From an optimization exercise on the open Yosys and OpenROAD flow, aimed at small area; shortcuts taken in it are not production practice.
At most, simulation tests tie the RTL to the original design; equivalence was not proved.
Function not checked in runs 3 to 6: the RTL went through the layout flow alone.
Power and IR drop assume default switching activity.

[flow/design.v]
module SYS_TOP
(
	input   wire   RX_IN    ,
	input   wire   CLK      ,
	input   wire   RST      ,
	output  reg    TX_OUT   ,
	output  reg    PAR_ERR  ,
	output  reg    STP_ERR
);
localparam IDLE = 3'd0, WA = 3'd1, WD = 3'd2, RA = 3'd3, CA = 3'd4, CB = 3'd5, CF = 3'd6;
reg  [2:0]  ph;               
reg         init;             
reg  [2:0]  cs;               
reg         pend, go;         
reg         rsp;              
reg         tx;               
reg         fr;               
reg  [3:0]  sc;               
reg  [3:0]  tm;               
reg         tp;               
reg         rxa;              
reg  [2:0]  e;                
reg  [3:0]  b;                
reg         u, rp, prev;      
reg  [7:0]  sr;               
reg  [7:0]  S;                
reg         eq;               
reg  [7:0]  r0, r1, r3;
reg         r2p, r2t, r2h;    
reg  [95:0] ring;             
wire dbit   = (b != 4'd0) & ~(b[3] & (b[2:0] != 3'd0));    
wire pbit   = (b == 4'd9) & r2p;
wire sbit   = dbit | pbit;
wire stopb  = r2p ? (b == 4'd10) : (b == 4'd9);
wire rxend  = rxa & stopb & (e == 3'd1);
wire par_ok = ~r2p | ~(rp ^ r2t);
wire vld    = rxend & par_ok & RX_IN;
always @(posedge CLK or negedge RST) begin
	if (!RST)
		rxa <= 1'b0;
	else if (!rxa)
		rxa <= prev & ~RX_IN;
	else if (rxend)
		rxa <= 1'b0;
end
always @(posedge CLK) begin
	prev <= RX_IN;
	if (!rxa) begin
		e  <= 3'd1;
		b  <= 4'd0;
		rp <= 1'b0;
	end
	else begin
		e <= e + 3'd1;
		if (e == 3'd7)
			b <= b + 4'd1;
		if (sbit) begin
			if (e == 3'd2)
				u <= RX_IN;
			if (e == 3'd3) begin
				u <= u ^ RX_IN;
				if (u & RX_IN)
					rp <= ~rp;
			end
			if (e == 3'd4 && u && RX_IN)
				rp <= ~rp;
		end
	end
end
always @(posedge CLK or negedge RST) begin
	if (!RST) begin
		PAR_ERR <= 1'b0;
		STP_ERR <= 1'b0;
	end
	else if (rxend) begin
		if (r2p)
			PAR_ERR <= ~par_ok;
		if (par_ok)
			STP_ERR <= ~RX_IN;
	end
end
wire wwin = go & ~rsp;                 
wire pre  = go &  rsp;                 
wire isrd = (cs == RA);
wire isal = (cs == CF);
wire [3:0] F = sr[3:0];
wire f_add = (F == 4'd0);
wire f_sub = (F == 4'd1);
wire f_mul = (F == 4'd2);
wire f_div = (F == 4'd3);
wire f_shr = (F == 4'd13);
wire f_shl = (F == 4'd14);
wire f_cmp = (F == 4'd10) | (F == 4'd11) | (F == 4'd12);
wire pre_rd  = pre & isrd;
wire pre_div = pre & isal & f_div;
wire pre_cmp = pre & isal & f_cmp;
wire [3:0] N    = r3[3:0];
wire       bnd  = (N[3:1] == 3'd0) | (tm == N - 4'd1);
wire       txs  = tx & bnd & ~sc[3];           
wire       g    = ~fr;
wire [3:0] last = r2p ? 4'd10 : 4'd9;
wire a0 = r0[0];
wire b0 = r1[0];
wire ar = isal & (f_add | f_sub | f_shl | f_cmp);
wire x0 = g ? ((f_shl ? a0 : b0) ^ (f_sub | f_cmp)) : f_sub;
wire [7:0] X = pre_div ? {1'b1, ~r1[7:1]} :
               (isal & (f_mul | f_div)) ? (r1 & {8{g & a0}}) :
               {7'b0, ar & x0};
wire cin = pre_div ? (r0[7] | ~b0) : (ar & g & a0);
wire [8:0] sum = S + X + cin;
wire bnz = |r1;
wire q   = sum[8] & bnz;
reg rbit;
wire rd2 = ((ph == 3'd0) & r2p) | ((ph == 3'd1) & r2t) | (ph == 3'd5) | ((ph == 3'd7) & r2h);
integer k;
always @(*) begin
	case (F)
		4'd0: rbit = r0[0];
		4'd1: rbit = r1[0];
		4'd2: rbit = rd2;
		4'd3: rbit = r3[0];
		default: rbit = ring[8*(F-4)];
	endcase
end
reg ob;
always @(*) begin
	if (isrd)
		ob = sum[0];
	else if (g) begin
		case (F)
			4'd3:  ob = a0;
			4'd4:  ob = a0 & b0;
			4'd5:  ob = a0 | b0;
			4'd6:  ob = ~(a0 & b0);
			4'd7:  ob = ~(a0 | b0);
			4'd8:  ob = a0 ^ b0;
			4'd9:  ob = ~(a0 ^ b0);
			4'd10: ob = (sc == 4'd0) & eq;
			4'd11: ob = (sc == 4'd1) & S[0] & ~eq;
			4'd12: ob = (sc[3:1] == 3'd0) & ~S[0];
			4'd13: ob = (sc != 4'd7) & r0[1];
			4'd15: ob = 1'b0;
			default: ob = sum[0];
		endcase
	end
	else begin
		case (F)
			4'd0, 4'd1, 4'd2, 4'd3, 4'd14: ob = sum[0];
			4'd6, 4'd7, 4'd9: ob = 1'b1;
			default: ob = 1'b0;
		endcase
	end
end
always @(posedge CLK or negedge RST) begin
	if (!RST) begin
		ph   <= 3'd0;
		init <= 1'b1;
		cs   <= IDLE;
		pend <= 1'b0;
		go   <= 1'b0;
		rsp  <= 1'b0;
		tx   <= 1'b0;
	end
	else begin
		ph <= ph + 3'd1;
		if (ph == 3'd7)
			init <= 1'b0;
		if (vld) begin
			case (cs)
				IDLE: begin
					if (sr == 8'hAA)      cs <= WA;
					else if (sr == 8'hBB) cs <= RA;
					else if (sr == 8'hCC) cs <= CA;
					else if (sr == 8'hDD) cs <= CF;
				end
				WA: cs <= WD;
				WD: begin cs <= IDLE; pend <= 1'b1; end
				CA: begin cs <= CB;   pend <= 1'b1; end
				CB: begin cs <= CF;   pend <= 1'b1; end
				default: begin pend <= 1'b1; rsp <= 1'b1; end    
			endcase
		end
		if (pend && ph == 3'd7) begin
			pend <= 1'b0;
			go   <= 1'b1;
		end
		if (go && ph == 3'd7) begin
			go <= 1'b0;
			if (rsp)
				tx <= 1'b1;
		end
		if (tx && bnd && sc == last && !(isal && g)) begin
			tx  <= 1'b0;
			rsp <= 1'b0;
			cs  <= IDLE;
		end
	end
end
wire txstart = pre & (ph == 3'd7);
always @(posedge CLK) begin
	if (vld)
		fr <= 1'b0;
	if (txstart) begin
		TX_OUT <= 1'b0;
		sc <= 4'd0;
		tm <= 4'd0;
		tp <= 1'b0;
	end
	else if (tx) begin
		if (!bnd)
			tm <= tm + 4'd1;
		else begin
			tm <= 4'd0;
			if (!sc[3]) begin
				TX_OUT <= ob;
				tp <= tp ^ ob;
				sc <= sc + 4'd1;
			end
			else if (sc == 4'd8 && r2p) begin
				TX_OUT <= tp ^ r2t;
				sc <= 4'd9;
			end
			else if (sc != last) begin
				TX_OUT <= 1'b1;
				sc <= sc + 4'd1;
			end
			else if (isal && g) begin
				TX_OUT <= 1'b0;
				sc <= 4'd0;
				fr <= 1'b1;
				tp <= 1'b0;
			end
			else
				TX_OUT <= 1'b1;
		end
	end
	else
		TX_OUT <= 1'b1;
end
always @(posedge CLK) begin
	if (vld && cs != WD)
		S <= {4'b0, (cs == WA) ? sr[3:1] : 3'b0,
		      (cs == WA) ? sr[0] : ((cs == CB) | ((cs == CF) & (f_sub | f_cmp)))};
	else if (pre_div)
		S <= q ? {sum[6:0], r0[7] ^ b0} : {S[6:0], r0[7]};
	else if (pre_rd | pre_cmp | (txs & ~(isal & f_cmp)))
		S <= {sum[8] | (pre_rd & rbit), sum[7:1]};
	if (vld)
		eq <= 1'b1;
	else if (pre_cmp && (a0 != b0))
		eq <= 1'b0;
	if (rxa && dbit && e == 3'd2)
		sr <= {RX_IN, sr[7:1]};
	else if (rxa && dbit && e == 3'd4 && u)
		sr[7] <= RX_IN;
	else if (wwin)
		sr <= {sr[0], sr[7:1]};
end
wire [3:0] wa   = S[3:0];
wire       wbit = ~init & sr[0];
always @(posedge CLK) begin
	if (init || (wwin && wa == 4'd0))
		r0 <= {wbit, r0[7:1]};
	else if (pre_div)
		r0 <= {r0[6:0], q};
	else if (pre_rd || pre_cmp || (txs && g && isal))
		r0 <= {(isal & f_div) ? sum[0] : r0[0], r0[7:1]};
	if (init || (wwin && wa == 4'd1))
		r1 <= {wbit, r1[7:1]};
	else if (pre_rd || pre_cmp || (txs && g && isal && !(f_mul || f_div)))
		r1 <= {r1[0], r1[7:1]};
	if (init || (wwin && wa == 4'd3))
		r3 <= {init ? (ph == 3'd3) : sr[0], r3[7:1]};
	else if (pre_rd)
		r3 <= {r3[0], r3[7:1]};
	if (init)
		{r2h, r2t, r2p} <= 3'b0;
	else if (wwin && wa == 4'd2 && ph == 3'd0)
		{r2h, r2t, r2p} <= {sr[7], sr[1], sr[0]};
	for (k = 0; k < 12; k = k + 1)
		ring[8*k +: 8] <= {(init || (wwin && wa == k + 4)) ? wbit : ring[8*k], ring[8*k+1 +: 7]};
end
endmodule
[flow/run.sh]
#!/bin/bash
# synth_recipe.tcl (not shown) runs the flow's synth.tcl, then flattens the netlist and writes it again
# the make line also repeats each setting of config.mk as NAME=value (left out here)
make -C /OpenROAD-flow-scripts/flow DESIGN_CONFIG=/design/flow/config.mk WORK_HOME=/design/flow/orfs CLKGATE_MAP_FILE= SYNTH_SCRIPT=/design/flow/synth_recipe.tcl finish
[flow/config.mk]
export PLATFORM = sky130hd
export DESIGN_NAME = SYS_TOP
export DESIGN_NICKNAME = SYS_TOP
export VERILOG_FILES = /design/flow/design.v
export SDC_FILE = /design/flow/constraint.sdc
export NUM_CORES = 4
export LEC_CHECK = 0
export CAP_MARGIN = 20
export CORE_MARGIN = 2
export CORE_UTILIZATION = 40
export PLACE_DENSITY = 0.6
export SLEW_MARGIN = 20
[flow/constraint.sdc]
create_clock -name core_clock -period 36.0 [get_ports {CLK}]
set_input_delay 7.2000 -clock core_clock [delete_from_list [all_inputs] [get_ports {CLK}]]
set_output_delay 7.2000 -clock core_clock [all_outputs]
set_load 0.01 [all_outputs]
==> run summary, run 1 <==
status timing/DRC/antenna clean; die area 19600 µm²; hold slack 0.327 ns; Yosys cell types 74; Placed Cells 908; worst min path class reg2reg; most frequent cells in the layout dfxtp_1, nor2_1, nand2_1; Tot GR Track Use 16.1%; leakage 3.34 nW; Final Util 45.7%; largest net degree at the start of global routing 26; RR Startpoint sr[2]; Async S/R FF share, synth 8.00%; CTS Hold Bufs 0; area grow syn2layout 11.5%; NumNets Final 740; chip width 140 µm; Synth Net Count 736; Site Rows 49; actual slew at the worst max-slew pin 0.917 ns; GR peak layer met2; GRT overflow 0; H-tree Lvls 4; WL final 14900 µm; Worst-Skew Late Latency 0.43 ns; routability cong. 0.912; commonest non-fill, non-tap cell in the layout dfxtp_1; Hold Vio Cnt, Final 0; Final ANT Viol Nets 0; PnR worst setup slack 27.44 ns; CTS tree built; detailed placement HPWL 10600 µm; M3 GR Usage 3.73%; Die Ht 140 µm; fin cells 940; multi-input combinational cell area 3240 µm²; Starting Density 41.0%; first-pass GRT wire length 25100 µm; initial antenna violation count 0; Register Area 3950 µm²; IO Count 6; clock buffer count from CTS 17; CP Class in2reg; port bufs 5; Core Region 18100 µm²; Final Skew 0.0126 ns; nature of the critical path startpoint input port; clk root buf clkbuf_16; Synth Flop Type dfxtp_1; Slew headroom 38.4%; DRT iter0 DRCs 520; postcts setup bufs 0; WP data arrival 8.83 ns; Hold Startpoint ring[89]; Mapped Avg Cell Area 10.7 µm²; met2 global-route usage 24.9%; vias in the first global route 4980; Worst Setup SP RX_IN; setup TNS 0 ns; final setup vio count 0; Syn Inst Count 694; Pins Over Slew Limit 0; Post-CTS Resized 0; DR vias 5044; EDFF count, synth 37; Final Cycle Share 23.8%; fin area 8260 µm²; WL/cell 15.8 µm; First-pass DRT Iterations 7; drt via density 5.37; Placed Area 7670 µm²; fillers 1660; Crit. End Element flop; Diodes inserted 0; met1 Resource Use GR 21.8%; Max Cap Viol 0; Max Fclk 117 MHz; clk slew on worst S/H paths 0.07 ns; CP Data Required Time 36.27 ns; DRC Markers 0; register bit count reported by yosys 175; Max VDD drop 42.1 µV; ratio of cells with drive above 1 in the final layout 9.00%; DP Worst Slack 27.04 ns; Ys Warns 1; clk sinks 175; clk buf depth 2; register area share after synthesis 53.2%; post-route total power 0.464 mW; Post-Syn Area 7410 µm²; RSZ-0062 raised after global routing false; Crit Path Max Fanout 8; pwr/cell area 56.1 nW/µm²; Tmin final 8.56 ns
-- per-layer routing --
metal | part of all wire, % | wire length [µm]
met3 | 4.2 | 628
met1 | 48 | 7170
met4 | 2.4 | 353
met5 | 0 | 0
met2 | 45 | 6720
-- cell type report --
class	count	share of cell area, %
Multi-Input combinational cell	461	39.2
Timing Repair Buffer	7	0.788
Sequential cell	175	47.8
Inverter	36	1.64
Clock inverter	14	1.97
Tap cell	229	3.47
Clock buffer	18	5.20
-- power by group --
part           leakage, nW  switching, mW  internal, mW
clock                0.289         0.0859        0.0939
combinational         1.57         0.0320        0.0263
sequential            1.48         0.0135         0.212
-- Yosys cell counts (3+ instances only) --
library cell / n / area, µm²
mux2i_1: 26 / 260
nor2_1: 51 / 191
nand4b_1: 5 / 43.8
nor4bb_1: 3 / 30.0
dfxtp_1: 124 / 2480
o21a_1: 6 / 45.0
or2_2: 5 / 31.3
edfxtp_1: 37 / 1110
or3_1: 8 / 50.1
o221ai_1: 4 / 35.0
buf_2: 5 / 25.0
ha_1: 37 / 463
nor3b_1: 6 / 45.0
nand4_1: 3 / 18.8
o21ai_0: 39 / 195
nand2_1: 46 / 173
and2_1: 7 / 43.8
inv_1: 36 / 135
nor2b_1: 10 / 62.6
and3_1: 8 / 50.1
xnor2_1: 8 / 70.1
a41oi_1: 3 / 26.3
or4_1: 7 / 52.6
nand3_1: 29 / 145
nand3b_1: 8 / 60.1
mux4_2: 4 / 90.1
dfrtp_1: 13 / 325
a31oi_1: 4 / 25.0
mux2_2: 10 / 113
xor2_1: 8 / 70.1
clkbuf_1: 13 / 48.8
a211oi_1: 3 / 22.5
nor3_1: 18 / 90.1
nand2b_1: 13 / 81.3
a21oi_1: 32 / 160
-- path summary, 6_finish.rpt --
kind	to	slack, ns	cells past startpoint
setup reg to reg	S[3]	30.62	15
hold / removal	ring[88]	0.33	0
min in group asynchronous	rxa	7.17	1
max in group asynchronous	STP_ERR	28.41	1
setup / recovery	S[2]	27.44	5
hold reg to reg	ring[88]	0.33	0
-- worst max-delay path, stage by stage --
cell	delay (ns)
clkdlybuf4s50_1	0.62
nand3_1	0.33
nor2_1	0.37
nand3_1	0.12
o21ai_0	0.18
-- sequential cells by signal, indices dropped and copies added (netlist names), 3 cells and up --
register,count
ring,96
S,8
r0,8
r1,8
r3,8
sr,8
b,4
sc,4
tm,4
cs,3
e,3
ph,3
-- logic make-up (layout without fill, tap and decap cells) --
logic type               Yosys count  count (layout)  synth area share, %
flip-flops                       175             175                 53.2
buffers and inverters             58              75                 3.09
AND/OR/NAND/NOR                  236             236                 16.8
XOR/XNOR                          17              17                 2.21
adder cells (fa/ha/maj)           39              39                 6.79
multiplexers                      40              40                 6.25
AO/OA/AOI/OAI                    129             129                 11.6
==> inputs of run 2 (changes only) <==
--- a/flow/config.mk
+++ b/flow/config.mk
@@ -6,7 +6,8 @@
 export NUM_CORES = 4
 export LEC_CHECK = 0
+export ABC_AREA = 1
 export CAP_MARGIN = 20
 export CORE_MARGIN = 2
-export CORE_UTILIZATION = 40
-export PLACE_DENSITY = 0.6
+export CORE_UTILIZATION = 60
+export PLACE_DENSITY = 0.75
 export SLEW_MARGIN = 20
==> run 2 against run 1 <==
Against the previous run:
- still clean on timing, DRC and antenna
- maximum frequency is 0.60% lower
- clock-buffer cell count unchanged
- setup slack lost 0.051 ns
- register-to-register slack gained 1.1 ns
- routed wire length rose by 5.4%
- non-clock buffer count fell by 2
- via count up 13%
- final area grew 0.64%
- sequential share of layout area fell by 0.30 points
- die area decreased by 32%
- clock power hardly changed
- critical path type unchanged
==> run summary, run 2 <==
status timing/DRC/antenna clean; max reg flops 96; DR vias 5709; clk slew on worst S/H paths 0.07 ns; H-tree Lvls 4; clock buffer count from CTS 17; First-pass DRT Iterations 6; largest net degree at the start of global routing 19; drt via density 5.43; ratio of cells with drive above 1 in the final layout 7.59%; commonest non-fill, non-tap cell in the layout nand2_1; Final Cycle Share 23.9%; Synth Flop Type dfxtp_1; die area 13400 µm²; Final Skew 0.0130 ns; Site Rows 40; Core Region 12100 µm²; pwr/cell area 55.5 nW/µm²; most frequent cells in the layout nand2_1, dfxtp_1, inv_1; DRC Markers 0; CTS Hold Bufs 0; detailed placement HPWL 11300 µm; Crit Path Max Fanout 10; Max VDD drop 47.3 µV; cell taking the most area after synthesis dfxtp_1; Crit. End Element flop; IO Count 6; Die Ht 116 µm; highest routed metal layer met4; Post-CTS Resized 0; WL/cell 14.9 µm; hold slack 0.326 ns; Final Util 68.6%; RSZ-0062 raised after global routing false; postcts setup bufs 0; Crit path max-delay family simple AND/OR/NAND/NOR gates; vias in the first global route 5569; DP Worst Slack 27.00 ns; WP data arrival 8.73 ns; Yosys cell types 52; leakage 3.89 nW; most frequent cells after synthesis nand2_1, dfxtp_1, inv_1, nor2_1, o21ai_0; Tot GR Track Use 24.9%; Post-Syn Area 7510 µm²; Synth top area share 33.0%; routability cong. 0.909; CP Data Required Time 36.12 ns; clk buf depth 2; post-route total power 0.461 mW; crit path cell chain clkdlybuf4s50_1 > inv_1 > nor2_2 > nand2_2 > nand2_1; actual slew at the worst max-slew pin 1.00 ns; routed length on met2 7620 µm; Diodes inserted 0; Async S/R FF share, synth 8.00%; CP Class in2reg; Synth Net Count 895; WL final 15700 µm; final setup vio count 0; Worst-Skew Late Latency 0.43 ns; WP buf/inv 2; setup TNS 0 ns; Starting Density 62.0%; register area share after synthesis 52.5%; Final ANT Viol Nets 0; Critical-path top delay cell clkdlybuf4s50_1; Max Fclk 116 MHz; Mapped Avg Cell Area 8.81 µm²; nature of the critical path startpoint input port; first-pass GRT wire length 26000 µm; Tmin final 8.61 ns; Slew headroom 32.8%; NumNets Final 912; top-count cell post-synth nand2_1; DRT iter0 DRCs 513; clk sinks 175; worst min path class reg2reg; crit-path max cell delay 0.57 ns; PnR worst setup slack 27.39 ns; Syn Inst Count 853; initial antenna violation count 0; Pins Over Slew Limit 0; Ys Warns 1; Max Cap Viol 0; EDFF count, synth 37; area grow syn2layout 10.7%; chip width 116 µm; Synth area leaders dfxtp_1, edfxtp_1, nand2_1; Hold Vio Cnt, Final 0; CTS tree built; GRT overflow 0; register bit count reported by yosys 175; port bufs 5; WL met1 6940 µm; most flop-heavy register ring; met3 routed WL 777 µm; clk root buf clkbuf_16
[run 2: changes by cell type after synthesis, moves of 8 or more]
cell,delta
nand3_1,+26
nand2b_1,-13
inv_1,+81
or3_1,-8
mux2i_1,-21
o21ai_0,+19
clkbuf_1,-10
nor2b_1,-10
nand4_1,+10
mux2_2,-10
nor2_1,+18
nand2_1,+139
[run 2: where the power goes]
| part | internal (mW) | switching [mW] | total [mW] |
|---|---|---|---|
| Clock | 0.0993 | 0.0827 | 0.182 |
| Sequential | 0.211 | 0.0106 | 0.221 |
| Combinational | 0.0196 | 0.0380 | 0.0576 |
| Total | 0.330 | 0.131 | 0.461 |
[run 2: worst register-to-register path: cells and delay by family (launching register included)]
| family | cells | cell delay (ns) |
|---|---|---|
| AO/OA/AOI/OAI | 2 | 0.24 |
| adder cells (fa/ha/maj) | 3 | 1.15 |
| buffers and inverters | 3 | 0.54 |
| flip-flops | 1 | 0.48 |
| AND/OR/NAND/NOR | 11 | 1.62 |
[run 2: final timing paths]
kind,slack (ns),to,startpoint,depth (start not counted)
setup / recovery,27.39,S[0],RX_IN,5
hold / removal,0.33,ring[92],ring[93],0
setup reg to reg,31.70,S[0],sr[2],19
hold reg to reg,0.33,ring[92],ring[93],0
max in group asynchronous,28.45,rsp,RST,1
min in group asynchronous,7.15,ph[0],RST,1
[run 2: kinds of logic after synthesis]
group | after synthesis | share of synthesized area, %
fa+ha+maj | 39 | 6.70
buf+inv | 131 | 7.01
mux | 5 | 0.666
compound gates | 124 | 9.43
flops | 175 | 52.5
xor+xnor | 8 | 0.933
simple gates | 371 | 22.8
[run 2: metrics by stage]
stage,area (µm²),std cells
final,8310,1051
after global routing,8310,1051
after detailed placement,7720,1019
after CTS,8310,1051
after floorplan,7510,853
after global placement,7720,1019
[run 2: cell type report]
cell class | count | area, µm²
inverter | 124 | 470
sequential | 175 | 3950
timing repair buffer | 5 | 50.0
multi-input combinational | 547 | 3040
clock buffer | 18 | 429
clock inverter | 14 | 168
fill | 978 | 3800
tap | 168 | 210
[run 2: per-layer routing]
metal  GRT usage (%)  up-vias
met5               0        -
met4            10.4        0
met3            5.44       28
met2            41.9      174
met1            31.2     2674
li1                -     2833
==> inputs of run 3 (changes only) <==
--- a/flow/design.v
+++ b/flow/design.v
@@ -14,19 +14,22 @@
 reg         pend, go;         
 reg         rsp;              
-reg         tx;               
 reg         fr;               
-reg  [3:0]  sc;               
-reg  [3:0]  tm;               
-reg         tp;               
 reg         rxa;              
-reg  [2:0]  e;                
-reg  [3:0]  b;                
-reg         u, rp, prev;      
+reg  [3:0]  lo, hi;
+reg         u;                
+reg         rp;               
+reg         prev;             
 reg  [7:0]  sr;               
 reg  [7:0]  S;                
-reg         eq;               
 reg  [7:0]  r0, r1, r3;
 reg         r2p, r2t, r2h;    
 reg  [95:0] ring;             
+wire [2:0] e = lo[2:0];
+wire [3:0] b = hi;
+wire [3:0] tm = lo;
+wire [3:0] sc = hi;
+wire eq = u;
+wire tx = rsp & ~pend & ~go;          
+wire rxst = ~rxa & prev & ~RX_IN;    
 wire dbit   = (b != 4'd0) & ~(b[3] & (b[2:0] != 3'd0));    
 wire pbit   = (b == 4'd9) & r2p;
@@ -40,5 +43,5 @@
 		rxa <= 1'b0;
 	else if (!rxa)
-		rxa <= prev & ~RX_IN;
+		rxa <= rxst;
 	else if (rxend)
 		rxa <= 1'b0;
@@ -46,25 +49,12 @@
 always @(posedge CLK) begin
 	prev <= RX_IN;
-	if (!rxa) begin
-		e  <= 3'd1;
-		b  <= 4'd0;
-		rp <= 1'b0;
-	end
-	else begin
-		e <= e + 3'd1;
-		if (e == 3'd7)
-			b <= b + 4'd1;
-		if (sbit) begin
-			if (e == 3'd2)
-				u <= RX_IN;
-			if (e == 3'd3) begin
-				u <= u ^ RX_IN;
-				if (u & RX_IN)
-					rp <= ~rp;
-			end
-			if (e == 3'd4 && u && RX_IN)
-				rp <= ~rp;
-		end
-	end
+	if (rxa && sbit && e == 3'd2)
+		u <= RX_IN;
+	else if (rxa && sbit && e == 3'd3)
+		u <= u ^ RX_IN;
+	else if (vld)
+		u <= 1'b1;                    
+	else if (pre_cmp && (a0 != b0))
+		u <= 1'b0;
 end
 always @(posedge CLK or negedge RST) begin
@@ -160,5 +150,4 @@
 		go   <= 1'b0;
 		rsp  <= 1'b0;
-		tx   <= 1'b0;
 	end
 	else begin
@@ -185,11 +174,7 @@
 			go   <= 1'b1;
 		end
-		if (go && ph == 3'd7) begin
+		if (go && ph == 3'd7)
 			go <= 1'b0;
-			if (rsp)
-				tx <= 1'b1;
-		end
 		if (tx && bnd && sc == last && !(isal && g)) begin
-			tx  <= 1'b0;
 			rsp <= 1'b0;
 			cs  <= IDLE;
@@ -201,33 +186,45 @@
 	if (vld)
 		fr <= 1'b0;
+	if (rxst) begin
+		lo <= 4'd1;
+		hi <= 4'd0;
+		rp <= 1'b0;
+	end
+	else if (rxa) begin
+		lo[2:0] <= lo[2:0] + 3'd1;
+		if (lo[2:0] == 3'd7)
+			hi <= hi + 4'd1;
+		if (sbit && RX_IN && u && (e == 3'd3 || e == 3'd4))
+			rp <= ~rp;
+	end
 	if (txstart) begin
 		TX_OUT <= 1'b0;
-		sc <= 4'd0;
-		tm <= 4'd0;
-		tp <= 1'b0;
+		hi <= 4'd0;
+		lo <= 4'd0;
+		rp <= 1'b0;
 	end
 	else if (tx) begin
 		if (!bnd)
-			tm <= tm + 4'd1;
+			lo <= lo + 4'd1;
 		else begin
-			tm <= 4'd0;
+			lo <= 4'd0;
 			if (!sc[3]) begin
 				TX_OUT <= ob;
-				tp <= tp ^ ob;
-				sc <= sc + 4'd1;
+				rp <= rp ^ ob;
+				hi <= hi + 4'd1;
 			end
 			else if (sc == 4'd8 && r2p) begin
-				TX_OUT <= tp ^ r2t;
-				sc <= 4'd9;
+				TX_OUT <= rp ^ r2t;
+				hi <= 4'd9;
 			end
 			else if (sc != last) begin
 				TX_OUT <= 1'b1;
-				sc <= sc + 4'd1;
+				hi <= hi + 4'd1;
 			end
 			else if (isal && g) begin
 				TX_OUT <= 1'b0;
-				sc <= 4'd0;
+				hi <= 4'd0;
 				fr <= 1'b1;
-				tp <= 1'b0;
+				rp <= 1'b0;
 			end
 			else
@@ -246,8 +243,4 @@
 	else if (pre_rd | pre_cmp | (txs & ~(isal & f_cmp)))
 		S <= {sum[8] | (pre_rd & rbit), sum[7:1]};
-	if (vld)
-		eq <= 1'b1;
-	else if (pre_cmp && (a0 != b0))
-		eq <= 1'b0;
 	if (rxa && dbit && e == 3'd2)
 		sr <= {RX_IN, sr[7:1]};
--- a/flow/config.mk
+++ b/flow/config.mk
@@ -6,8 +6,10 @@
 export NUM_CORES = 4
 export LEC_CHECK = 0
-export ABC_AREA = 1
 export CAP_MARGIN = 20
 export CORE_MARGIN = 2
-export CORE_UTILIZATION = 60
-export PLACE_DENSITY = 0.75
+export CORE_UTILIZATION = 40
+export CTS_BUF_LIST = sky130_fd_sc_hd__clkbuf_8
+export CTS_CLUSTER_DIAMETER = 300
+export CTS_CLUSTER_SIZE = 50
+export PLACE_DENSITY = 0.6
 export SLEW_MARGIN = 20
==> run 3 against run 2 <==
Against the previous run:
- still clean on timing, DRC and antenna
- worst hold slack got worse by 0.00068 ns
- clock-buffer cell count increased by 3
- via count decreased by 11%
- critical path depth decreased by 1
- clock skew decreased by 0.0015 ns
- flip-flop and latch count decreased by 10
- non-clock buffer count increased by 3
- sequential power decreased by 15%
- setup slack got worse by 0.16 ns
- critical endpoint unchanged
==> run summary, run 3 <==
status timing/DRC/antenna clean; leakage 3.07 nW; DRC Markers 0; setup TNS 0 ns; Core Region 17800 µm²; fin area 7810 µm²; Hold Vio Cnt, Final 0; Max Cap Viol 0; Synth top area share 31.9%; Placed Area 7410 µm²; WL/cell 16.9 µm; WP buf/inv 1; register bit count reported by yosys 165; pwr/cell area 41.1 nW/µm²; CTS tree built; GRT overflow 0; nature of the critical path startpoint input port; CP Class in2reg; Max Fclk 114 MHz; Die Ht 138 µm; DRT iter0 DRCs 356; H-tree Lvls 4; postcts setup bufs 0; Final Cycle Share 24.4%; register area share after synthesis 51.9%; Final ANT Viol Nets 0; Post-CTS Resized 0; crit-path max cell delay 0.63 ns; most flop-heavy register ring; Synth Net Count 727; final setup vio count 0; Max VDD drop 40.2 µV; Diodes inserted 0; clk sinks 165; EDFF count, synth 37; reg2reg setup slack 31.33 ns; Syn Inst Count 690; Synth Flop Type dfxtp_1; CP Data Required Time 36.15 ns; initial antenna violation count 0; routability cong. 0.861; area grow syn2layout 8.35%; Crit. End Element flop; most frequent cells in the layout dfxtp_1, nor2_1, nand2_1; largest net degree at the start of global routing 26; DR vias 5093; Post-Syn Area 7210 µm²; top-count cell post-synth dfxtp_1; Worst-Skew Late Latency 0.45 ns; RSZ-0062 raised after global routing false; die area 19100 µm²; detailed placement HPWL 11300 µm; IO Count 6; WP data arrival 8.92 ns; WL final 15700 µm; Crit path max-delay family simple AND/OR/NAND/NOR gates; clk buf depth 2; NumNets Final 722; first-pass GRT wire length 25400 µm; hold slack 0.325 ns; Tot GR Track Use 16.7%; drt via density 5.49; First-pass DRT Iterations 5; post-route total power 0.321 mW; Async S/R FF share, synth 7.88%; actual slew at the worst max-slew pin 0.828 ns; clk slew on worst S/H paths 0.09 ns; ratio of cells with drive above 1 in the final layout 9.17%; commonest non-fill, non-tap cell in the layout dfxtp_1; Critical-path top delay cell clkdlybuf4s50_1; Yosys cell types 82; Mapped Avg Cell Area 10.4 µm²; most frequent cells after synthesis dfxtp_1, nor2_1, nand2_1, edfxtp_1, o21ai_0; clock buffer count from CTS 17; Ys Warns 1; Final Skew 0.0115 ns; Pins Over Slew Limit 0; cell taking the most area after synthesis dfxtp_1; Crit Path Max Fanout 9; worst min path class reg2reg; Site Rows 49; crit path cell chain clkdlybuf4s50_1 > nor3b_1 > o21ai_0 > nand2_1; vias in the first global route 4931; Slew headroom 44.8%; max reg flops 96; chip width 138 µm; CTS Hold Bufs 0; Starting Density 40.4%; Tmin final 8.77 ns; Synth area leaders dfxtp_1, edfxtp_1, ha_1; port bufs 5; clk root buf clkbuf_8
[run 3: cell families (layout without fill, tap and decap cells)]
group / count (synthesis) / after routing / synth area share, %
flops: 165 / 165 / 51.9
simple gates: 236 / 236 / 17.3
xor+xnor: 14 / 14 / 1.91
fa+ha+maj: 34 / 34 / 6.11
buf+inv: 59 / 67 / 3.59
mux: 30 / 30 / 4.86
compound gates: 152 / 152 / 14.3
[run 3: final timing paths]
| path | startpoint | endpoint | cells after the start |
|---|---|---|---|
| worst max-delay path | RX_IN | S[0] | 4 |
| worst min-delay path | ring[1] | ring[0] | 0 |
| worst max register to register | sr[2] | S[1] | 17 |
| worst min register to register | ring[1] | ring[0] | 0 |
| max in group asynchronous | RST | pend | 1 |
| min in group asynchronous | RST | rxa | 1 |
[run 3: layout make-up]
class                   count  area (µm²)
fillers                  1671       10000
well taps                 229         287
repair buffers              8        72.6
inverters                  27         101
multi-input cells         466        3210
clock buffers              21         289
clock inverters            11         111
flip-flops and latches    165        3740
[run 3: where the power goes]
| part | internal, mW | switching [mW] | total (mW) |
|---|---|---|---|
| Combinational | 0.000250 | 0.000547 | 0.000799 |
| Sequential | 0.188 | 0.0000161 | 0.188 |
| Clock | 0.0633 | 0.0684 | 0.132 |
[run 3: worst reg2reg max path, stage by stage, from the launching register on]
cell and delay, ns:
edfxtp_1 0.46, inv_1 0.15, ha_1 0.32, mux2_4 0.31, a22o_4 0.29, a21oi_1 0.31, a221oi_1 0.14, a32oi_1 0.23
mux2i_1 0.12, fa_1 0.51, inv_1 0.10, fa_1 0.20, nor2b_1 0.07, o31a_1 0.33, o211a_1 0.37, and3_1 0.24
o32ai_1 0.21, nand2_1 0.07
[run 3: per-stage QoR]
stage / setup slack (ns) / std cells / utilization (%)
after global routing: 27.07 / 927 / 43.8
final: 27.23 / 927 / 43.8
after CTS: 27.26 / 927 / 43.8
after detailed placement: 26.78 / 895 / 41.5
after global placement: 26.86 / 895 / 41.5
after floorplan: 27.77 / 690 / -
[run 3: layer usage]
layer	vias up	track usage (%)	share of wire [%]
li1	2497	-	-
met1	2488	22.7	48
met2	91	26.4	47
met3	17	2.91	3.6
met4	0	6.87	1.8
met5	-	0	0
==> inputs of run 4 (changes only) <==
==> flow/flow/run.sh (new file) <==
#!/bin/bash
# Standard layout, unchanged.
bash standard.sh > standard.log 2>&1
==> flow/standard.sh (new file) <==
#!/bin/bash
# synth_recipe.tcl (not shown) runs the flow's synth.tcl, then flattens the netlist and writes it again
# the make line also repeats each setting of config.mk as NAME=value (left out here)
make -C /OpenROAD-flow-scripts/flow DESIGN_CONFIG=/design/flow/config.mk WORK_HOME=/design/flow/orfs CLKGATE_MAP_FILE= SYNTH_SCRIPT=/design/flow/synth_recipe.tcl "${@:-finish}"
--- a/flow/config.mk
+++ b/flow/config.mk
@@ -9,7 +9,4 @@
 export CORE_MARGIN = 2
 export CORE_UTILIZATION = 40
-export CTS_BUF_LIST = sky130_fd_sc_hd__clkbuf_8
-export CTS_CLUSTER_DIAMETER = 300
-export CTS_CLUSTER_SIZE = 50
 export PLACE_DENSITY = 0.6
 export SLEW_MARGIN = 20
removed: flow/run.sh
==> run 4 against run 3 <==
Against the previous run:
- sequential share of layout area fell by 1.1 points
- worst hold slack worse by 0.00063 ns
- critical path type unchanged
- die area unchanged
- cell count unchanged
- via count is 1.2% higher
- setup slack worse by 0.073 ns
- highest routed layer unchanged
- largest cell class unchanged
- maximum frequency down 0.82%
==> run summary, run 4 <==
initial antenna violation count 0; Synth Net Count 727; RSZ-0062 raised after global routing false; crit path cell chain clkdlybuf4s50_1 > nor3b_1 > o21ai_0 > nand2_1; WL final 15800 µm; Critical-path top delay cell clkdlybuf4s50_1; register bit count reported by yosys 165; CTS Hold Bufs 0; vias in the first global route 4928; H-tree Lvls 4; Synth Flop Type dfxtp_1; Hold Startpoint ring[47]; Starting Density 40.4%; most frequent cells after synthesis dfxtp_1, nor2_1, nand2_1, edfxtp_1, o21ai_0; postcts setup bufs 0; First-pass DRT Iterations 5; register area share after synthesis 51.9%; cell taking the most area after synthesis dfxtp_1; worst hold stages 0; r2r endpoint S[1]; Tmin final 8.85 ns; clk sinks 165; NumNets Final 722; max reg flops 96; port bufs 5; Async S/R FF share, synth 7.88%; Core Region 17800 µm²; Max Fclk 113 MHz; clk slew on worst S/H paths 0.06 ns; leakage 3.15 nW; setup TNS 0 ns; DR vias 5152; Post-Syn Area 7210 µm²; fillers 1645; final setup vio count 0; EDFF count, synth 37; DRC Markers 0; actual slew at the worst max-slew pin 0.867 ns; nature of the critical path startpoint input port; routability cong. 0.861; commonest non-fill, non-tap cell in the layout dfxtp_1; Reg2Reg Depth 17; Placed Area 7410 µm²; top-count cell post-synth dfxtp_1; first-pass GRT wire length 25400 µm; CTS tree built; WL/cell 17.1 µm; Diodes inserted 0; Synth area leaders dfxtp_1, edfxtp_1, ha_1; most flop-heavy register ring; Final Skew 0.0137 ns; RR Startpoint sr[2]; Pins Over Slew Limit 0; chip width 138 µm; IO Count 6; area grow syn2layout 10.9%; WP data arrival 8.96 ns; Final Cycle Share 24.6%; post-route total power 0.366 mW; Register Area 3740 µm²; most frequent cells in the layout dfxtp_1, nor2_1, nand2_1; Synth top area share 31.9%; multi-input combinational cell area 3210 µm²; Max VDD drop 60.0 µV; Final ANT Viol Nets 0; GRT overflow 0; Post-CTS Resized 0; detailed placement HPWL 11300 µm; Mapped Avg Cell Area 10.4 µm²; reg2reg setup slack 31.32 ns; Slew headroom 42.2%; clock buffer count from CTS 17; die area 19100 µm²; Crit Path Max Fanout 9; ratio of cells with drive above 1 in the final layout 9.17%; largest net degree at the start of global routing 26; Hold Vio Cnt, Final 0; Die Ht 138 µm; worst min path class reg2reg; Max Cap Viol 0; fin area 8000 µm²; DRT iter0 DRCs 323; clk root buf clkbuf_16; Yosys cell types 82; Worst Hold End ring[46]; Final Util 44.8%; status timing/DRC/antenna clean; clk buf depth 2; Tot GR Track Use 16.7%; Syn Inst Count 690; CP Class in2reg; CP Data Required Time 36.11 ns; Worst-Skew Late Latency 0.43 ns; Site Rows 49; crit-path max cell delay 0.63 ns; Ys Warns 1; pwr/cell area 45.7 nW/µm²; drt via density 5.56; Crit. End Element flop
==> run 4: cell types whose count changed in the layout (fill, tap and decap cells not counted) <==
cell / delta
clkbuf_1: +1
clkbuf_8: -17
inv_1: -1
bufinv_16: -1
clkbuf_16: +18
==> run 4: how the worst max path moves through the flow <==
stage          start   end  cells past startpoint
5_1_grt        RX_IN  S[0]                      4
2_1_floorplan  RX_IN  S[0]                      3
6_report       RX_IN  S[0]                      4
3_5_place_dp   RX_IN  S[3]                      4
3_3_place_gp   RX_IN  S[1]                      4
4_1_cts        RX_IN  S[0]                      4
==> run 4: critical path, delay by kind of cell <==
| kind | cells | cell delay (ns) |
|---|---|---|
| buffers and inverters | 1 | 0.63 |
| AOI/OAI and AO/OA | 1 | 0.36 |
| and+or+nand+nor | 2 | 0.76 |
==> run 4: where the power goes <==
group          switching, mW  leakage (nW)  internal [mW]  total [mW]
sequential         0.0000174          1.36          0.189       0.189
clock                 0.0752         0.287          0.101       0.177
combinational       0.000544          1.51       0.000250    0.000796
==> run 4: stage by stage <==
step / instances / worst slack, ns / hold WS (ns)
after CTS: 927 / 27.22 / 0.325
after global routing: 927 / 27.03 / 0.328
final: 927 / 27.15 / 0.325
after floorplan: 690 / 27.77 / 0.310
after global placement: 895 / 26.86 / 0.312
after detailed placement: 895 / 26.78 / 0.312
==> run 4: cells by family (layout without fill, tap and decap cells) <==
| family | count (synthesis) | in the layout | synth area share [%] |
|---|---|---|---|
| and+or+nand+nor | 236 | 236 | 17.3 |
| DFF | 165 | 165 | 51.9 |
| AOI/OAI and AO/OA | 152 | 152 | 14.3 |
| buffers and inverters | 59 | 67 | 3.59 |
| adders and majority gates | 34 | 34 | 6.11 |
| muxes | 30 | 30 | 4.86 |
| xor gates and xnor gates | 14 | 14 | 1.91 |
==> run 4: per-layer routing <==
layer  vias to the layer above  track usage (%)  share of wire [%]  wire length, µm
li1                       2501                -                  -                -
met1                      2512             22.6                 47             7500
met2                       116             26.5                 46             7350
met3                        23             2.81                4.3              688
met4                         0             7.09                1.9              299
met5                         -                0                  0                0
==> run 4: final cells by class <==
cell class	count	area share, %
Clock inverter	9	0.970
Tap cell	229	3.58
Multi-Input combinational cell	466	40.1
Timing Repair Buffer	8	0.907
Inverter	27	1.27
Sequential cell	165	46.8
Clock buffer	23	6.37
==> inputs of run 5 (changes only) <==
==> flow/flow/run.sh (replaced) <==
#!/bin/bash
# Own layout flow: the standard flow (standard.sh) with two changes:
#  * synthesis maps the combinational logic with an area-oriented ABC script
#    (flow/area.abc) and without the full/half-adder extraction; registers
#    are mapped exactly as in the standard synthesis (dfflibmap runs before abc);
#  * CTS builds the clock tree from clkbuf_8 cells without dummy loads.
# Every tool's output goes to standard.log (make) and ORFS's own logs under orfs/logs.
set -euo pipefail
W=$PWD
{
  echo "proc abc {args} { set i \[lsearch -exact \$args -script\]; if {\$i >= 0} { lset args \[expr {\$i+1}\] $W/flow/area.abc }; puts \"area abc: \$args\"; yosys abc {*}\$args }"
  cat synth_recipe.tcl
} > my_synth.tcl
bash standard.sh SYNTH_SCRIPT=$W/my_synth.tcl ADDER_MAP_FILE= \
  "CTS_ARGS=-sink_clustering_enable -repair_clock_nets -dont_use_dummy_load -buf_list sky130_fd_sc_hd__clkbuf_8 -sink_clustering_size 30 -sink_clustering_max_diameter 300" \
  finish > standard.log 2>&1
==> flow/flow/area.abc (new file) <==
strash
dch
map -a
strash
dch
map -a
strash
dch
map -a
strash
dch
map -a
topo
==> run 5 against run 4 <==
Against the previous run:
- the run now fails in synthesis
==> run summary, run 5 <==
Stop stage synthesis; Ys Warns 1; stop err ERROR: TCL interpreter returned an error: wrong # args: should be "set varName ?newValue?"; status aborted with a tool error
==> inputs of run 6 (changes only) <==
==> flow/flow/run.sh (replaced) <==
#!/bin/bash
# Own layout flow: the standard flow (standard.sh) with two changes:
#  * synthesis maps the combinational logic with an area-oriented ABC script
#    (flow/area.abc) and without the full/half-adder extraction; registers
#    are mapped exactly as in the standard synthesis (dfflibmap runs before abc);
#  * CTS builds the clock tree from clkbuf_8 cells without dummy loads.
# make's output goes to standard.log; ORFS keeps each step's log under orfs/logs.
set -euo pipefail
W=$PWD
sed "s#__ABC__#$W/flow/area.abc#" flow/abc_override.tcl > my_synth.tcl
cat synth_recipe.tcl >> my_synth.tcl
bash standard.sh SYNTH_SCRIPT=$W/my_synth.tcl ADDER_MAP_FILE= \
  "CTS_ARGS=-sink_clustering_enable -repair_clock_nets -dont_use_dummy_load -buf_list sky130_fd_sc_hd__clkbuf_8 -sink_clustering_size 30 -sink_clustering_max_diameter 300" \
  finish > standard.log 2>&1
==> flow/flow/abc_override.tcl (new file) <==
# Prepended to synth_recipe.tcl by run.sh: ORFS's synthesis calls abc once for
# the combinational logic; this runs it with the area script flow/area.abc.
proc abc {args} {
  set i [lsearch -exact $args -script]
  if {$i >= 0} { lset args [expr {$i + 1}] __ABC__ }
  puts "area abc: $args"
  yosys abc {*}$args
}
==> run 6 against run 5 <==
Against the previous run:
- now clean on timing, DRC and antenna
==> run summary, run 6 <==
WL/cell 16.1 µm; Synth Net Count 686; reg2reg setup slack 30.52 ns; worst hold stages 0; clk root buf clkbuf_8; CP Data Required Time 36.13 ns; drt via density 5.33; routed length on met2 6150 µm; Reg2Reg Depth 30; Final Cycle Share 25.7%; clock buffer count from CTS 17; Flop pwr share 65.3%; Site Rows 45; Placed Cells 877; fin cells 894; post-synthesis compound-gate area fraction 14.7%; most frequent cells in the layout dfxtp_1, nor2_1, clkinv_1; top-count cell post-synth dfxtp_1; leakage 2.44 nW; Slew headroom 43.7%; final setup vio count 0; CP Class in2reg; status timing/DRC/antenna clean; Hold Vio Cnt, Final 0; NumNets Final 711; WL final 14400 µm; worst min path class reg2reg; CTS tree built; Tot GR Track Use 18.7%; routability cong. 0.906; Worst Hold End ring[4]; pwr/cell area 43.3 nW/µm²; nature of the critical path startpoint input port; port bufs 5; Diodes inserted 0; initial antenna violation count 0; Yosys cell types 31; ratio of cells with drive above 1 in the final layout 3.26%; largest family of logic cells by synthesized area simple AND/OR/NAND/NOR gates; Sw Ratio 20.0%; post-synthesis mux area share 0%; CTS Hold Bufs 0; commonest non-fill, non-tap cell in the layout dfxtp_1; Syn Inst Count 683; Post-Synth Adder-Cell Area 0%; most flop-heavy register ring; met3 routed WL 760 µm; Synth Flop Type dfxtp_1; Post-CTS Resized 0; largest net degree at the start of global routing 19; DRC Markers 0; Crit Path Max Fanout 7; H-tree Lvls 4; RR Startpoint sr[2]; Final Skew 0.0277 ns; Clock Power Share 33.4%; Starting Density 40.9%; Placed Area 6480 µm²; Post-Syn Area 6190 µm²; cell taking the most area after synthesis dfxtp_1; Crit. End Element flop; Hold Startpoint ring[5]; r2r endpoint S[2]; Die Ht 128 µm; Max VDD drop 36.6 µV; First-pass DRT Iterations 4; area grow syn2layout 8.51%; combinational fraction of design power 1.3%; Mapped Avg Cell Area 9.07 µm²; Ys Warns 1; clk sinks 165; setup TNS 0 ns; die area 16500 µm²; fin area 6720 µm²; register area share after synthesis 60.4%; Synth area leaders dfxtp_1, edfxtp_1, nor2_1; postcts setup bufs 0; first-pass GRT wire length 23500 µm; Max Cap Viol 0; Worst-Skew Late Latency 0.44 ns; GRT overflow 0; Core Region 15100 µm²; WL met1 7060 µm; RSZ-0062 raised after global routing false; IO Count 6; simple-gate area share of the yosys netlist 16.9%; highest routed metal layer met4; DRT iter0 DRCs 411; WP data arrival 9.39 ns; actual slew at the worst max-slew pin 0.842 ns; Pins Over Slew Limit 0; Final ANT Viol Nets 0; Switch Pwr 0.0583 mW; Max Fclk 108 MHz; Internal 0.233 mW; Tmin final 9.26 ns; detailed placement HPWL 10700 µm; most frequent cells after synthesis dfxtp_1, nor2_1, clkinv_1, nand2_1, o21ai_0; max reg flops 96; Post-Synth XOR/XNOR Area 2.40%; EDFF count, synth 37; Synth top area share 37.2%; fillers 1465; clk buf depth 2; DR vias 4767; Async S/R FF share, synth 7.88%; chip width 128 µm; clk slew on worst S/H paths 0.07 ns; register bit count reported by yosys 165; vias in the first global route 4558
[run 6: critical path, cell delays in order]
cell and delay [ns]:
clkdlybuf4s50_1 0.55, clkinv_1 0.17, nor2_1 0.36, clkinv_1 0.16, a21oi_1 0.40, clkinv_1 0.31
nand2_1 0.24
[run 6: cells by family after synthesis]
kind of cell | after synthesis
AND/OR/NAND/NOR | 252
flip-flops | 165
AO/OA/AOI/OAI | 156
XOR/XNOR | 17
buffers and inverters | 93
[run 6: power by group through the flow]
stage | sequential (mW) | clock, mW | combinational, mW
after floorplan | 0.194 | 0 | 0.00266
after global placement | 0.194 | 0 | 0.00374
after detailed placement | 0.194 | 0 | 0.00387
after CTS | 0.190 | 0.101 | 0.00391
after global routing | 0.190 | 0.108 | 0.00441
final | 0.190 | 0.0972 | 0.00387
[run 6: metal layers]
layer | GRT usage, % | vias to the layer above
met5 | 0 | -
met3 | 5.24 | 28
met4 | 7.69 | 0
met2 | 27.4 | 149
met1 | 25.9 | 2205
li1 | - | 2385
[run 6: per-stage QoR]
step	power (mW)	hold WS [ns]	util (%)	setup WS (ns)
2_1_floorplan	0.197	0.310	-	27.39
3_3_place_gp	0.198	0.310	42.8	26.47
3_5_place_dp	0.198	0.312	42.8	26.31
4_1_cts	0.295	0.320	44.4	26.77
5_1_grt	0.302	0.326	44.4	26.55
6_report	0.291	0.315	44.4	26.74
[run 6: how the worst max path moves through the flow]
stage                     start   end  slack (ns)  cells after the start
final                     RX_IN  S[2]       26.74                      7
after global routing      RX_IN  S[2]       26.55                      7
after CTS                 RX_IN  S[2]       26.77                      7
after detailed placement  RX_IN  S[2]       26.31                      7
after global placement    RX_IN  S[3]       26.47                      7
after floorplan           RX_IN  S[0]       27.39                      6
[run 6: layout make-up]
type | count | area [µm²] | area share (%)
sequential | 165 | 3740 | 55.7
inverter | 93 | 349 | 5.20
timing repair buffer | 6 | 57.6 | 0.857
multi-input combinational | 425 | 2100 | 31.3
clock buffer | 17 | 234 | 3.48
tap | 188 | 235 | 3.50
==> inputs of run 7 (changes only) <==
--- a/flow/design.v
+++ b/flow/design.v
@@ -8,7 +8,6 @@
 	output  reg    STP_ERR
 );
-localparam IDLE = 3'd0, WA = 3'd1, WD = 3'd2, RA = 3'd3, CA = 3'd4, CB = 3'd5, CF = 3'd6;
+localparam IDLE = 3'd0, WA = 3'd1, WD = 3'd2, RA = 3'd3, CA = 3'd4, CB = 3'd5, CF = 3'd6, INIT = 3'd7;
 reg  [2:0]  ph;               
-reg         init;             
 reg  [2:0]  cs;               
 reg         pend, go;         
@@ -19,5 +18,4 @@
 reg         u;                
 reg         rp;               
-reg         prev;             
 reg  [7:0]  sr;               
 reg  [7:0]  S;                
@@ -31,5 +29,6 @@
 wire eq = u;
 wire tx = rsp & ~pend & ~go;          
-wire rxst = ~rxa & prev & ~RX_IN;    
+wire init = (cs == INIT);
+wire rxst = ~rxa & ~RX_IN;           
 wire dbit   = (b != 4'd0) & ~(b[3] & (b[2:0] != 3'd0));    
 wire pbit   = (b == 4'd9) & r2p;
@@ -44,9 +43,8 @@
 	else if (!rxa)
 		rxa <= rxst;
-	else if (rxend)
-		rxa <= 1'b0;
-end
-always @(posedge CLK) begin
-	prev <= RX_IN;
+	else if (stopb && ((e == 3'd1 && RX_IN) || e == 3'd7))
+		rxa <= 1'b0;                  
+end
+always @(posedge CLK) begin
 	if (rxa && sbit && e == 3'd2)
 		u <= RX_IN;
@@ -86,5 +84,6 @@
 wire pre_cmp = pre & isal & f_cmp;
 wire [3:0] N    = r3[3:0];
-wire       bnd  = (N[3:1] == 3'd0) | (tm == N - 4'd1);
+wire [3:0] lo1  = lo + 4'd1;
+wire       bnd  = (N[3:1] == 3'd0) | (lo1 == N);
 wire       txs  = tx & bnd & ~sc[3];           
 wire       g    = ~fr;
@@ -145,6 +144,5 @@
 	if (!RST) begin
 		ph   <= 3'd0;
-		init <= 1'b1;
-		cs   <= IDLE;
+		cs   <= INIT;
 		pend <= 1'b0;
 		go   <= 1'b0;
@@ -153,6 +151,6 @@
 	else begin
 		ph <= ph + 3'd1;
-		if (ph == 3'd7)
-			init <= 1'b0;
+		if (init && ph == 3'd7)
+			cs <= IDLE;
 		if (vld) begin
 			case (cs)
@@ -206,5 +204,5 @@
 	else if (tx) begin
 		if (!bnd)
-			lo <= lo + 4'd1;
+			lo <= lo1;
 		else begin
 			lo <= 4'd0;
==> run 7 against run 6 <==
Against the previous run:
- still clean on timing, DRC and antenna
- final area down 0.84%
- first-iteration DRC count decreased by 2.9%
- clock skew increased by 0.00086 ns
- flip-flop and latch count shrank 2
- setup slack got worse by 0.27 ns
- worst hold slack worse by 0.018 ns
- global-route usage fell by 0.86 points
- cell count up 0.11%
- synthesized area fell by 0.91%
- critical path type unchanged
- critical endpoint is now S[0]
- largest cell class unchanged
==> run summary, run 7 <==
status timing/DRC/antenna clean; CTS Hold Bufs 0; IO Count 6; pwr/cell area 64.7 nW/µm²; Synth Flop Type dfxtp_1; clk sinks 163; Worst-Skew Late Latency 0.44 ns; Max Cap Viol 0; worst hold stages 0; Crit. End Element flop; DRC Markers 0; most flop-heavy register ring; chip width 128 µm; Post-Syn Area 6140 µm²; setup TNS 0 ns; Synth Net Count 687; Hold Vio Cnt, Final 0; Tot GR Track Use 17.8%; Ys Warns 1; first-pass GRT wire length 22200 µm; Core Region 15100 µm²; multi-input combinational cell area 2090 µm²; H-tree Lvls 4; Synth top area share 37.2%; NumNets Final 712; clk slew on worst S/H paths 0.08 ns; Yosys cell types 33; nature of the critical path startpoint input port; Critical-path top delay cell clkdlybuf4s50_1; final setup vio count 0; most frequent cells after synthesis dfxtp_1, nor2_1, nand2_1, clkinv_1, a21oi_1; ratio of cells with drive above 1 in the final layout 3.82%; Mapped Avg Cell Area 8.97 µm²; port bufs 5; CP Data Required Time 36.12 ns; Crit Path Max Fanout 7; DR vias 4713; Syn Inst Count 684; Final Util 44.2%; First-pass DRT Iterations 5; detailed placement HPWL 10300 µm; GRT overflow 0; actual slew at the worst max-slew pin 0.783 ns; register area share after synthesis 60.3%; Pins Over Slew Limit 0; most frequent cells in the layout dfxtp_1, nor2_1, nand2_1; vias in the first global route 4303; Final ANT Viol Nets 0; Tmin final 9.53 ns; fillers 1495; Die Ht 128 µm; Async S/R FF share, synth 7.36%; clock buffer count from CTS 17; Slew headroom 47.6%; leakage 2.46 nW; Register Area 3700 µm²; reg2reg setup slack 29.48 ns; commonest non-fill, non-tap cell in the layout dfxtp_1; EDFF count, synth 37; clk root buf clkbuf_8; Synth area leaders dfxtp_1, edfxtp_1, nor2_1; Max VDD drop 43.3 µV; Post-CTS Resized 0; Final Cycle Share 26.5%; CTS tree built; largest net degree at the start of global routing 23; DRT iter0 DRCs 399; Site Rows 45; RR Startpoint sr[1]; RSZ-0062 raised after global routing false; Max Fclk 105 MHz; WL/cell 15.6 µm; top-count cell post-synth dfxtp_1; clk buf depth 2; postcts setup bufs 0; max reg flops 96; routability cong. 0.926; crit path cell chain clkdlybuf4s50_1 > clkinv_1 > nor2_1 > clkinv_1 > a31oi_1 > clkinv_1 > nand2_1; CP Class in2reg; Reg2Reg Depth 35; Final Skew 0.0286 ns; area grow syn2layout 8.58%; Worst Hold End ring[65]; die area 16300 µm²; cell taking the most area after synthesis dfxtp_1; WP data arrival 9.65 ns; most frequent CP cell clkinv_1; Starting Density 40.7%; r2r endpoint S[1]; worst min path class reg2reg; register bit count reported by yosys 163; drt via density 5.27; crit-path max cell delay 0.56 ns; Hold Startpoint ring[66]; initial antenna violation count 0; Diodes inserted 0; WL final 14000 µm
[run 7: changes by cell type after synthesis, sizes merged, moves of 3 or more]
cell    delta
xnor2      -3
or2        +3
a21oi      +5
o211ai     +3
dfrtp      -3
o22ai      +4
nor2      +11
o31ai      -3
nand2      +8
xor2       +3
o21ai     -21
[run 7: worst max-delay path: cells and delay by family]
kind / cells / cell delay, ns
compound gates: 1 / 0.52
buf+inv: 4 / 1.26
simple gates: 2 / 0.66
[run 7: cell type report]
type | count | area share [%]
multi-input cells | 428 | 31.4
inverters | 93 | 5.24
well taps | 188 | 3.53
clock buffers | 17 | 3.51
flip-flops and latches | 163 | 55.5
repair buffers | 6 | 0.864
[run 7: metal layers]
| layer | vias to the layer above | global-route usage, % | wire (µm) |
|---|---|---|---|
| li1 | 2365 | - | - |
| met2 | 108 | 27.9 | 6400 |
| met5 | - | 0 | 0 |
| met3 | 10 | 4.09 | 666 |
| met1 | 2230 | 24.7 | 6750 |
| met4 | 0 | 5.24 | 153 |
[run 7: power breakdown]
part	total, mW	internal (mW)	switching, mW
Sequential	0.232	0.213	0.0198
Clock	0.0965	0.0417	0.0548
Combinational	0.102	0.0335	0.0688
Total	0.431	0.288	0.143
[run 7: kinds of logic (layout without fill, tap and decap cells)]
kind of cell	count (synthesis)	after routing	share of synthesized area [%]
xor gates and xnor gates	17	17	2.43
DFF	163	163	60.3
buffers and inverters	93	116	5.69
AOI/OAI and AO/OA	139	139	13.3
and+or+nand+nor	272	272	18.3
[run 7: worst max path at each step]
stage           from  endpoint  slack, ns  cells past startpoint
4_1_cts        RX_IN      S[0]      26.52                      7
5_1_grt        RX_IN      S[0]      26.27                      7
6_report       RX_IN      S[0]      26.47                      7
2_1_floorplan  RX_IN      S[0]      27.28                      6
3_5_place_dp   RX_IN      S[1]      26.10                      7
3_3_place_gp   RX_IN      S[1]      26.22                      7
[run 7: through the flow]
stage                     cell area, µm²  power, mW  setup WS (ns)  cells  hold slack, ns
after detailed placement            6430      0.337          26.10    878           0.312
after global routing                6660      0.456          26.27    895           0.297
after global placement              6430      0.335          26.22    878           0.310
after floorplan                     6140      0.304          27.28    684           0.310
final                               6660      0.431          26.47    895           0.297
after CTS                           6660      0.432          26.52    895           0.296
==> inputs of run 8 (changes only) <==
--- a/flow/design.v
+++ b/flow/design.v
@@ -18,6 +18,7 @@
 reg         u;                
 reg         rp;               
-reg  [7:0]  sr;               
-reg  [7:0]  S;                
+reg  [11:0] Z;
+wire [7:0]  sr = Z[7:0];
+wire [7:0]  S  = Z[11:4];
 reg  [7:0]  r0, r1, r3;
 reg         r2p, r2t, r2h;    
@@ -93,8 +94,9 @@
 wire ar = isal & (f_add | f_sub | f_shl | f_cmp);
 wire x0 = g ? ((f_shl ? a0 : b0) ^ (f_sub | f_cmp)) : f_sub;
-wire [7:0] X = pre_div ? {1'b1, ~r1[7:1]} :
-               (isal & (f_mul | f_div)) ? (r1 & {8{g & a0}}) :
+wire dsub = (ph == 3'd0) | a0;
+wire [7:0] X = pre_div ? {dsub, r1[7:1] ^ {7{dsub}}} :
+               (isal & (f_mul | f_div)) ? (r1 & {8{g & (a0 | (f_div & (sc == 4'd0)))}}) :
                {7'b0, ar & x0};
-wire cin = pre_div ? (r0[7] | ~b0) : (ar & g & a0);
+wire cin = pre_div ? (dsub ? (r0[7] | ~b0) : (r0[7] & b0)) : (ar & g & a0);
 wire [8:0] sum = S + X + cin;
 wire bnz = |r1;
@@ -135,5 +137,5 @@
 	else begin
 		case (F)
-			4'd0, 4'd1, 4'd2, 4'd3, 4'd14: ob = sum[0];
+			4'd0, 4'd1, 4'd2, 4'd14: ob = sum[0];
 			4'd6, 4'd7, 4'd9: ob = 1'b1;
 			default: ob = 1'b0;
@@ -234,19 +236,20 @@
 end
 always @(posedge CLK) begin
-	if (vld && cs != WD)
-		S <= {4'b0, (cs == WA) ? sr[3:1] : 3'b0,
-		      (cs == WA) ? sr[0] : ((cs == CB) | ((cs == CF) & (f_sub | f_cmp)))};
+	if (vld && (cs == WA || cs == CA || cs == CB))
+		Z[11:8] <= (cs == WA) ? sr[3:0] : {3'b0, cs == CB};      
+	else if (vld && (cs == RA || cs == CF))
+		Z[11:4] <= {7'b0, (cs == CF) & (f_sub | f_cmp)};
 	else if (pre_div)
-		S <= q ? {sum[6:0], r0[7] ^ b0} : {S[6:0], r0[7]};
+		Z[11:4] <= {sum[6:0], r0[7] ^ b0};
 	else if (pre_rd | pre_cmp | (txs & ~(isal & f_cmp)))
-		S <= {sum[8] | (pre_rd & rbit), sum[7:1]};
-	if (rxa && dbit && e == 3'd2)
-		sr <= {RX_IN, sr[7:1]};
+		Z[11:4] <= {sum[8] | (pre_rd & rbit), sum[7:1]};
+	else if (rxa && dbit && e == 3'd2)
+		Z[7:0] <= {RX_IN, sr[7:1]};
 	else if (rxa && dbit && e == 3'd4 && u)
-		sr[7] <= RX_IN;
+		Z[7] <= RX_IN;
 	else if (wwin)
-		sr <= {sr[0], sr[7:1]};
-end
-wire [3:0] wa   = S[3:0];
+		Z[7:0] <= {sr[0], sr[7:1]};
+end
+wire [3:0] wa   = Z[11:8];
 wire       wbit = ~init & sr[0];
 always @(posedge CLK) begin
==> run 8 against run 7 <==
Against the previous run:
- largest cell class unchanged
- first-iteration DRC count up 10%
- die area fell by 0.97%
- worst hold slack barely moved
- still clean
- clock-buffer cell count did not move
==> run summary, run 8 <==
Worst-Skew Late Latency 0.45 ns; Syn Inst Count 676; NumNets Final 706; Async S/R FF share, synth 7.55%; Hold Startpoint ring[7]; Yosys cell types 35; Core Region 15000 µm²; routability cong. 0.970; top-count cell post-synth dfxtp_1; Max VDD drop 55.7 µV; most frequent cells after synthesis dfxtp_1, nor2_1, nand2_1, clkinv_1, o21ai_0; WL/cell 16.2 µm; Synth top area share 36.3%; CP Data Required Time 36.18 ns; WP buf/inv 3; ratio of cells with drive above 1 in the final layout 4.28%; Final Cycle Share 26.1%; fin cells 889; hold slack 0.298 ns; RSZ-0062 raised after global routing false; crit-path max cell delay 0.57 ns; chip width 127 µm; leakage 2.37 nW; First-pass DRT Iterations 5; Placed Area 6380 µm²; H-tree Lvls 4; largest net degree at the start of global routing 24; Final Util 44.0%; CP Class in2reg; drt via density 5.44; worst hold stages 0; status timing/DRC/antenna clean; max reg flops 96; Ys Warns 1; Reg2Reg Depth 29; Largest regs ring x96, Z x12; worst min path class reg2reg; Synth Flop Type dfxtp_1; area grow syn2layout 8.92%; clk sinks 159; Slew headroom 44.7%; clk buf depth 2; Max Cap Viol 0; fillers 1453; DRT iter0 DRCs 440; initial antenna violation count 0; setup TNS 0 ns; DP Worst Slack 26.26 ns; detailed placement HPWL 10700 µm; GRT overflow 0; Tmin final 9.38 ns; Diodes inserted 0; clk root buf clkbuf_8; most frequent cells in the layout dfxtp_1, nor2_1, nand2_1; vias in the first global route 4528; Synth area leaders dfxtp_1, edfxtp_1, nor2_1; Crit Path Max Fanout 8; Crit. End Element flop; clk slew on worst S/H paths 0.08 ns; Synth Net Count 679; CTS Hold Bufs 0; postcts setup bufs 0; fin area 6620 µm²; Mapped Avg Cell Area 8.99 µm²; EDFF count, synth 37; Register Area 3620 µm²; Max Fclk 107 MHz; CTS tree built; final setup vio count 0; Starting Density 40.4%; Tot GR Track Use 18.6%; port bufs 5; crit path cell chain clkdlybuf4s50_1 > clkinv_1 > nor2_1 > clkinv_1 > a21oi_1 > nor2_1 > nand2_1 > nor2_1; Hold Vio Cnt, Final 0; pwr/cell area 68.1 nW/µm²; PnR worst setup slack 26.62 ns; Crit path max-delay family buffers and inverters; DR vias 4837; Pins Over Slew Limit 0; WL final 14400 µm; most frequent CP cell nor2_1; register area share after synthesis 59.5%; actual slew at the worst max-slew pin 0.826 ns; WP data arrival 9.56 ns; Post-Syn Area 6070 µm²; Site Rows 45; commonest non-fill, non-tap cell in the layout dfxtp_1; Die Ht 127 µm; Critical-path top delay cell clkdlybuf4s50_1; Post-CTS Resized 0; RR Startpoint Z[1]; register bit count reported by yosys 159; multi-input combinational cell area 2130 µm²; first-pass GRT wire length 23100 µm; Final ANT Viol Nets 0; clock buffer count from CTS 17; Final Skew 0.0230 ns; Placed Cells 872; most flop-heavy register ring; post-route total power 0.451 mW; die area 16200 µm²; cell taking the most area after synthesis dfxtp_1; nature of the critical path startpoint input port; WP depth 8; Worst Setup SP RX_IN; IO Count 6; DRC Markers 0
-- run 8: worst register-to-register path, delay by kind of cell (launching register included) --
kind,cells,cell delay [ns]
AOI/OAI and AO/OA,6,1.06
adders and majority gates,1,0.40
buffers and inverters,8,1.40
DFF,1,0.54
and+or+nand+nor,14,2.38
-- run 8: metal layers --
layer	wire [µm]	global-route usage, %	part of all wire [%]	vias to the layer above
met5	0	0	0	-
met4	352	8.53	2.5	0
met3	704	4.23	4.9	29
met2	6500	28.3	45	148
met1	6800	25.4	47	2298
li1	-	-	-	2362
-- run 8: layout make-up --
type | count | area share (%)
inverters | 88 | 4.99
well taps | 188 | 3.56
clock buffers | 17 | 3.54
flip-flops and latches | 159 | 54.7
repair buffers | 8 | 1.10
multi-input cells | 429 | 32.1
-- run 8: logic make-up (layout without fill, tap and decap cells) --
logic type / Yosys count / in the layout / share of synthesized area (%)
simple gates: 268 / 268 / 18.4
xor+xnor: 14 / 14 / 2.02
buf+inv: 88 / 113 / 5.44
compound gates: 146 / 146 / 14.5
fa+ha+maj: 1 / 1 / 0.165
flops: 159 / 159 / 59.5
-- run 8: final timing paths --
path	endpoint	slack, ns
max reg2reg	Z[11]	29.97
max in group asynchronous	ph[1]	28.42
min reg2reg	ring[6]	0.30
min in group asynchronous	rsp	7.16
min	ring[6]	0.30
max	Z[2]	26.62
-- run 8: where the power goes --
part / internal [mW] / leakage (nW) / switching (mW)
clock: 0.0416 / 0.122 / 0.0542
sequential: 0.215 / 1.38 / 0.0238
combinational: 0.0375 / 0.875 / 0.0780

## re-timing with driven ports
In the flow no input, the clock included, has a driving cell. The finished layouts below were timed again as built, in two steps.
Step 1 sets driving cells, clkbuf_16 on the clock port and buf_2 on the other inputs (assumed; they add their load-dependent delay and slew).
Step 2 also shifts input and output timing later by t, the mid clock arrival at the registers, as if the neighbouring blocks saw the same clock.
a / b / c = no drivers / after step 1 / after step 2; a / b = the first two.
| run | shift t [ns] | setup slack, ns | worst setup path after step 2 | worst register clock-pin slew, ns | pins driven straight from the clock port |
|---|---|---|---|---|---|
| run 1 | 0.466 | 27.439 / 27.456 / 26.990 | input to register | 0.08 / 0.08 | 1 |
| run 2 | 0.467 | 27.388 / 27.403 / 26.937 | input to register | 0.07 / 0.07 | 1 |
| run 3 | 0.483 | 27.226 / 27.239 / 26.756 | input to register | 0.09 / 0.09 | 1 |
| run 4 | 0.459 | 27.154 / 27.168 / 26.709 | input to register | 0.07 / 0.07 | 1 |
| run 6 | 0.464 | 26.744 / 26.758 / 26.294 | input to register | 0.08 / 0.08 | 1 |
| run 7 | 0.461 | 26.470 / 26.484 / 26.023 | input to register | 0.08 / 0.08 | 1 |
| run 8 | 0.469 | 26.616 / 26.625 / 26.156 | input to register | 0.08 / 0.08 | 1 |
After both steps setup and hold are still met in every run listed. The setup slack of run 3, which loses most, moves by +0.013 ns with the drivers and by -0.470 ns with both steps.
